Source: an optimization exercise on an open RTL-to-GDS flow (aim: small area and a short achievable clock period). Production flows keep margins and buffers that such runs may drop.
At most, simulation tests tie the RTL to the original design; equivalence was not proved.
No driver is modelled on the clock port, so clock power and skew are understated where the tree is cut down; a real chip needs a root buffer or a tree.
Power figures rest on the tool's default switching activity, not on a simulated workload.

==> flow/design.v (excerpt) <==
module ultrasonido(clk, trig, echo, distancia, init, done);
==> flow/config.mk <==
export PLATFORM = sky130hd
export DESIGN_NAME = ultrasonido
export DESIGN_NICKNAME = ultrasonido
export VERILOG_FILES = /design/flow/design.v
export SDC_FILE = /design/flow/constraint.sdc
export NUM_CORES = 4
export LEC_CHECK = 0
export CAP_MARGIN = 20
export CORE_MARGIN = 2
export CORE_UTILIZATION = 70
export SLEW_MARGIN = 20
export SYNTH_HIERARCHICAL = 1
==> flow/constraint.sdc <==
create_clock -name core_clock -period 18.0 [get_ports {clk}]
set_input_delay 3.6000 -clock core_clock [delete_from_list [all_inputs] [get_ports {clk}]]
set_output_delay 3.6000 -clock core_clock [all_outputs]
set_load 0.01 [all_outputs]
standard.sh (not shown) runs the stock make flow with config.mk's settings and CLKGATE_MAP_FILE= SYNTH_SCRIPT=/design/flow/synth_recipe.tcl, a recipe that flattens the netlist after the stock synthesis.
==> flow/flow/run.sh <==
#!/bin/bash
# The standard ORFS layout (standard.sh), in two runs of make:
#  1. synthesis to CTS, after which the clock tree is replaced by a few clock
#     buffers on the clock port (flow/post_cts.tcl, flow/clock_leaves.tcl);
#  2. global route to the end, with a larger setup margin for repair_timing.
set -e
export FLOW_FLOW_DIR=$PWD/flow
bash standard.sh BUFFER_PORTS_ARGS="-buffer_cell sky130_fd_sc_hd__buf_2" CTS_ARGS="-sink_clustering_enable -repair_clock_nets -dont_use_dummy_load" SETUP_SLACK_MARGIN=13.0 POST_CTS_TCL=$PWD/flow/post_cts.tcl cts > standard_to_cts.log 2>&1
bash standard.sh BUFFER_PORTS_ARGS="-buffer_cell sky130_fd_sc_hd__buf_2" CTS_ARGS="-sink_clustering_enable -repair_clock_nets -dont_use_dummy_load" SETUP_SLACK_MARGIN=13.0 SETUP_SLACK_MARGIN=13.8 TNS_END_PERCENT=0 POST_CTS_TCL=$PWD/flow/post_cts.tcl finish > standard_finish.log 2>&1
Other scripts of this flow, unchanged in this note and not shown: flow/flow/clock_leaves.tcl, flow/flow/post_cts.tcl
The baseline finished with timing, DRC and antenna clean.
Rerun with:
--- a/flow/flow/run.sh
+++ b/flow/flow/run.sh
@@ -9 +9 @@
-bash standard.sh BUFFER_PORTS_ARGS="-buffer_cell sky130_fd_sc_hd__buf_2" CTS_ARGS="-sink_clustering_enable -repair_clock_nets -dont_use_dummy_load" SETUP_SLACK_MARGIN=13.0 SETUP_SLACK_MARGIN=13.8 TNS_END_PERCENT=0 POST_CTS_TCL=$PWD/flow/post_cts.tcl finish > standard_finish.log 2>&1
+bash standard.sh BUFFER_PORTS_ARGS="-buffer_cell sky130_fd_sc_hd__buf_2" CTS_ARGS="-sink_clustering_enable -repair_clock_nets -dont_use_dummy_load" SETUP_SLACK_MARGIN=13.0 SETUP_SLACK_MARGIN=13.7 TNS_END_PERCENT=0 POST_CTS_TCL=$PWD/flow/post_cts.tcl finish > standard_finish.log 2>&1
=> The new run completed with no timing, DRC or antenna violations. Register-to-register slack is better by 0.03 ns. Wire length goes down by 4.9%. Via count goes down by 1.0%. Setup slack is worse by 0.015 ns. Global-route usage does not change.
Rerun with:
==> flow/flow/run.sh (replaced) <==
#!/bin/bash
# The standard ORFS layout (standard.sh) with: faster port buffers, extra
# setup margin for repair_timing, and the clock tree replaced after CTS by a
# few clock buffers on the clock port (flow/clock_leaves.tcl).
export FLOW_FLOW_DIR=$PWD/flow
bash standard.sh BUFFER_PORTS_ARGS="-buffer_cell sky130_fd_sc_hd__buf_2" CTS_ARGS="-sink_clustering_enable -repair_clock_nets -dont_use_dummy_load" SETUP_SLACK_MARGIN=13.3 POST_CTS_TCL=$PWD/flow/post_cts.tcl finish > standard.log 2>&1
Sequential power stays flat.
Utilization barely changes.
Hold slack barely changes.
Routed wire length barely changes.
Clock skew hardly moves.
Register-to-register slack barely changes.
Via count is about the same.
Maximum frequency is lower by 3.2%.
Global-route usage does not change.
Rerun with:
==> flow/flow/run.sh (replaced) <==
#!/bin/bash
# The standard ORFS layout (standard.sh), in two runs of make:
#  1. synthesis to CTS, after which the clock tree is replaced by a few clock
#     buffers on the clock port (flow/post_cts.tcl, flow/clock_leaves.tcl);
#  2. global route to the end, with a larger setup margin for repair_timing.
set -e
export FLOW_FLOW_DIR=$PWD/flow
bash standard.sh BUFFER_PORTS_ARGS="-buffer_cell sky130_fd_sc_hd__buf_2" CTS_ARGS="-sink_clustering_enable -repair_clock_nets -dont_use_dummy_load" SETUP_SLACK_MARGIN=13.0 POST_CTS_TCL=$PWD/flow/post_cts.tcl cts > standard_to_cts.log 2>&1
bash standard.sh BUFFER_PORTS_ARGS="-buffer_cell sky130_fd_sc_hd__buf_2" CTS_ARGS="-sink_clustering_enable -repair_clock_nets -dont_use_dummy_load" SETUP_SLACK_MARGIN=13.0 SETUP_SLACK_MARGIN=13.7 POST_CTS_TCL=$PWD/flow/post_cts.tcl finish > standard_finish.log 2>&1
What happened: Cell area hardly moves. Core utilization hardly moves. Global-route usage does not change. Flip-flop and latch count is unchanged. Die area is unchanged. Combinational power came out higher by about 0.9%. Power stays flat.
In every run of this note, the design's own scripts or RTL, not TritonCTS, make the clock network.

========
The RTL this note starts from:
==> flow/design.v <==
`timescale 1ns / 1ps
module ultrasonido(clk, trig, echo, distancia, init, done);
input init;
input clk;
input echo;
output reg trig;
output reg [8:0] distancia;
output reg done;
reg pr;       
reg pa;       
reg pl;       
reg [22:0] t;
localparam [22:0] INV = 23'h2AAAAA;
wire [22:0] s = t ^ INV;
reg W;
wire [22:0] s_nx = pr ? 23'd1 : {s[21:0], s[22] ^ s[17] ^ (s[21:0] == 22'd0)};
wire zero22 = (s_nx[21:0] == 22'd0);
wire next_z = zero22 & s_nx[22];        
wire cur_z = zero22 & ~s_nx[22];        
wire end_w = s_nx[22] & s_nx[20] & s_nx[19] & s_nx[11] & s_nx[10] & ~s_nx[6];
wire trig_nx = init & W;
wire W_nx = ~init | next_z | ((trig_nx | cur_z) & ~end_w);
wire win = W;
reg [10:0] q;
reg [16:0] R;
reg h;
localparam [16:0] ROFF = 17'd31072;
wire last = q[10] & q[8] & q[7] & q[4] & q[1]
          & R[15] & R[12] & R[9] & R[3] & R[2] & R[1] & R[0];
wire [17:0] S = {1'b0, R} + 18'd17;
wire co = S[17];
wire clr = pr | pl | (pa & last);
wire [16:0] R_nx = clr ? ROFF : pa ? (co ? (S[16:0] | ROFF) : S[16:0]) : R;
wire [10:0] q_nx = clr ? 11'd0 : q + {10'd0, pa & co};
wire act = ~win & echo;
wire lowev = ~win & ~echo;
wire h_nx = init & (act | (h & ~lowev));
reg G;
wire ld = ~echo & G;
always @(posedge clk) begin
	pr <= ~init;
	pa <= init & act;
	pl <= init & lowev;
	t <= s_nx ^ INV;
	q <= q_nx;
	R <= R_nx;
	h <= h_nx;
	G <= ~W_nx & h_nx;
	trig <= trig_nx;
	W <= W_nx;
	done <= init & (done | lowev);
	if (!init) distancia <= 9'd0;
	else if (ld) distancia <= q_nx[8:0];
end
endmodule
clock: 18.0 ns
lec_check: 0
cap_margin: 20
core_margin: 2
core_utilization: 40
slew_margin: 20
==> flow/flow/run.sh <==
#!/bin/bash
# The standard ORFS layout (standard.sh) with: faster port buffers, extra
# setup margin for repair_timing, and the clock tree replaced after CTS by a
# few clock buffers on the clock port (flow/clock_leaves.tcl).
export FLOW_FLOW_DIR=$PWD/flow
bash standard.sh BUFFER_PORTS_ARGS="-buffer_cell sky130_fd_sc_hd__buf_2" CORE_UTILIZATION=70 CTS_ARGS="-sink_clustering_enable -repair_clock_nets -dont_use_dummy_load" SETUP_SLACK_MARGIN=13.0 POST_CTS_TCL=$PWD/flow/post_cts.tcl finish > standard.log 2>&1
Other scripts of this flow, unchanged in this note and not shown: flow/flow/clock_leaves.tcl, flow/flow/post_cts.tcl
Edit:
==> flow/flow/run.sh (replaced) <==
#!/bin/bash
# The standard ORFS layout (standard.sh) with: faster port buffers, extra
# setup margin for repair_timing, and the clock tree replaced after CTS by a
# few clock buffers on the clock port (flow/clock_leaves.tcl).
export FLOW_FLOW_DIR=$PWD/flow
bash standard.sh BUFFER_PORTS_ARGS="-buffer_cell sky130_fd_sc_hd__buf_2" CTS_ARGS="-sink_clustering_enable -repair_clock_nets -dont_use_dummy_load" CORE_UTILIZATION=85 SETUP_SLACK_MARGIN=13.5 POST_CTS_TCL=$PWD/flow/post_cts.tcl finish > standard.log 2>&1
What happened: With this change the flow aborted during global routing (5_1_grt) on GRT-0232. Synthesized cell count does not change. Area after synthesis is unchanged.
Edit:
==> flow/flow/run.sh (replaced) <==
#!/bin/bash
# The standard ORFS layout (standard.sh) with: faster port buffers, extra
# setup margin for repair_timing, and the clock tree replaced after CTS by a
# few clock buffers on the clock port (flow/clock_leaves.tcl).
export FLOW_FLOW_DIR=$PWD/flow
bash standard.sh BUFFER_PORTS_ARGS="-buffer_cell sky130_fd_sc_hd__buf_2" CTS_ARGS="-sink_clustering_enable -repair_clock_nets -dont_use_dummy_load" CORE_UTILIZATION=70 SETUP_SLACK_MARGIN=13.7 POST_CTS_TCL=$PWD/flow/post_cts.tcl finish > standard.log 2>&1
Effect: With this change the flow passed the timing, design-rule and antenna checks; area after synthesis is unchanged; synthesized cell count is unchanged.
Function was not checked in any run of this note: the RTL went through the layout flow alone. The clock cells of the first and third runs of this note come from the design's own scripts or RTL, not from TritonCTS.

static timing again, ports no longer ideal:
Ports are ideal in the flow. The routed layouts listed here were re-timed in OpenROAD. Step 1 sets driving cells, clkbuf_16 on the clock port and buf_2 on the other inputs (assumed; they add their load-dependent delay and slew). Step 2 also shifts input and output timing later by t, the mid clock arrival at the registers, as if the neighbouring blocks saw the same clock. Three values: ideal ports, drivers, drivers and shift; two values: the first two.
run | shift t [ns] | setup WS [ns] | hold slack, ns | latest minus earliest clock arrival (ns) | slew at the worst register clock pin (ns)
the first run of note 1 | 0.204 | 13.777 / 13.738 / 13.604 | 0.386 / 0.386 / 0.386 | 0.019 / 0.019 | 0.11 / 0.11
the second run of note 1 | 0.204 | 13.762 / 13.713 / 13.624 | 0.392 / 0.392 / 0.392 | 0.018 / 0.018 | 0.11 / 0.11
the third run of note 1 | 0.204 | 13.623 / 13.651 / 13.447 | 0.392 / 0.392 / 0.392 | 0.018 / 0.018 | 0.11 / 0.11
the fourth run of note 1 | 0.204 | 13.762 / 13.713 / 13.624 | 0.392 / 0.392 / 0.392 | 0.018 / 0.018 | 0.11 / 0.11
the first run of note 2 | 0.201 | 13.281 / 13.316 / 13.115 | 0.398 / 0.398 / 0.398 | 0.010 / 0.009 | 0.09 / 0.09
the third run of note 2 | 0.202 | 13.659 / 13.681 / 13.480 | 0.401 / 0.401 / 0.401 | 0.005 / 0.005 | 0.09 / 0.09
After both steps setup and hold are still met in every run listed. For the third run of note 2, which loses most, drivers alone change the setup slack by +0.022 ns; drivers and shift together by -0.179 ns.
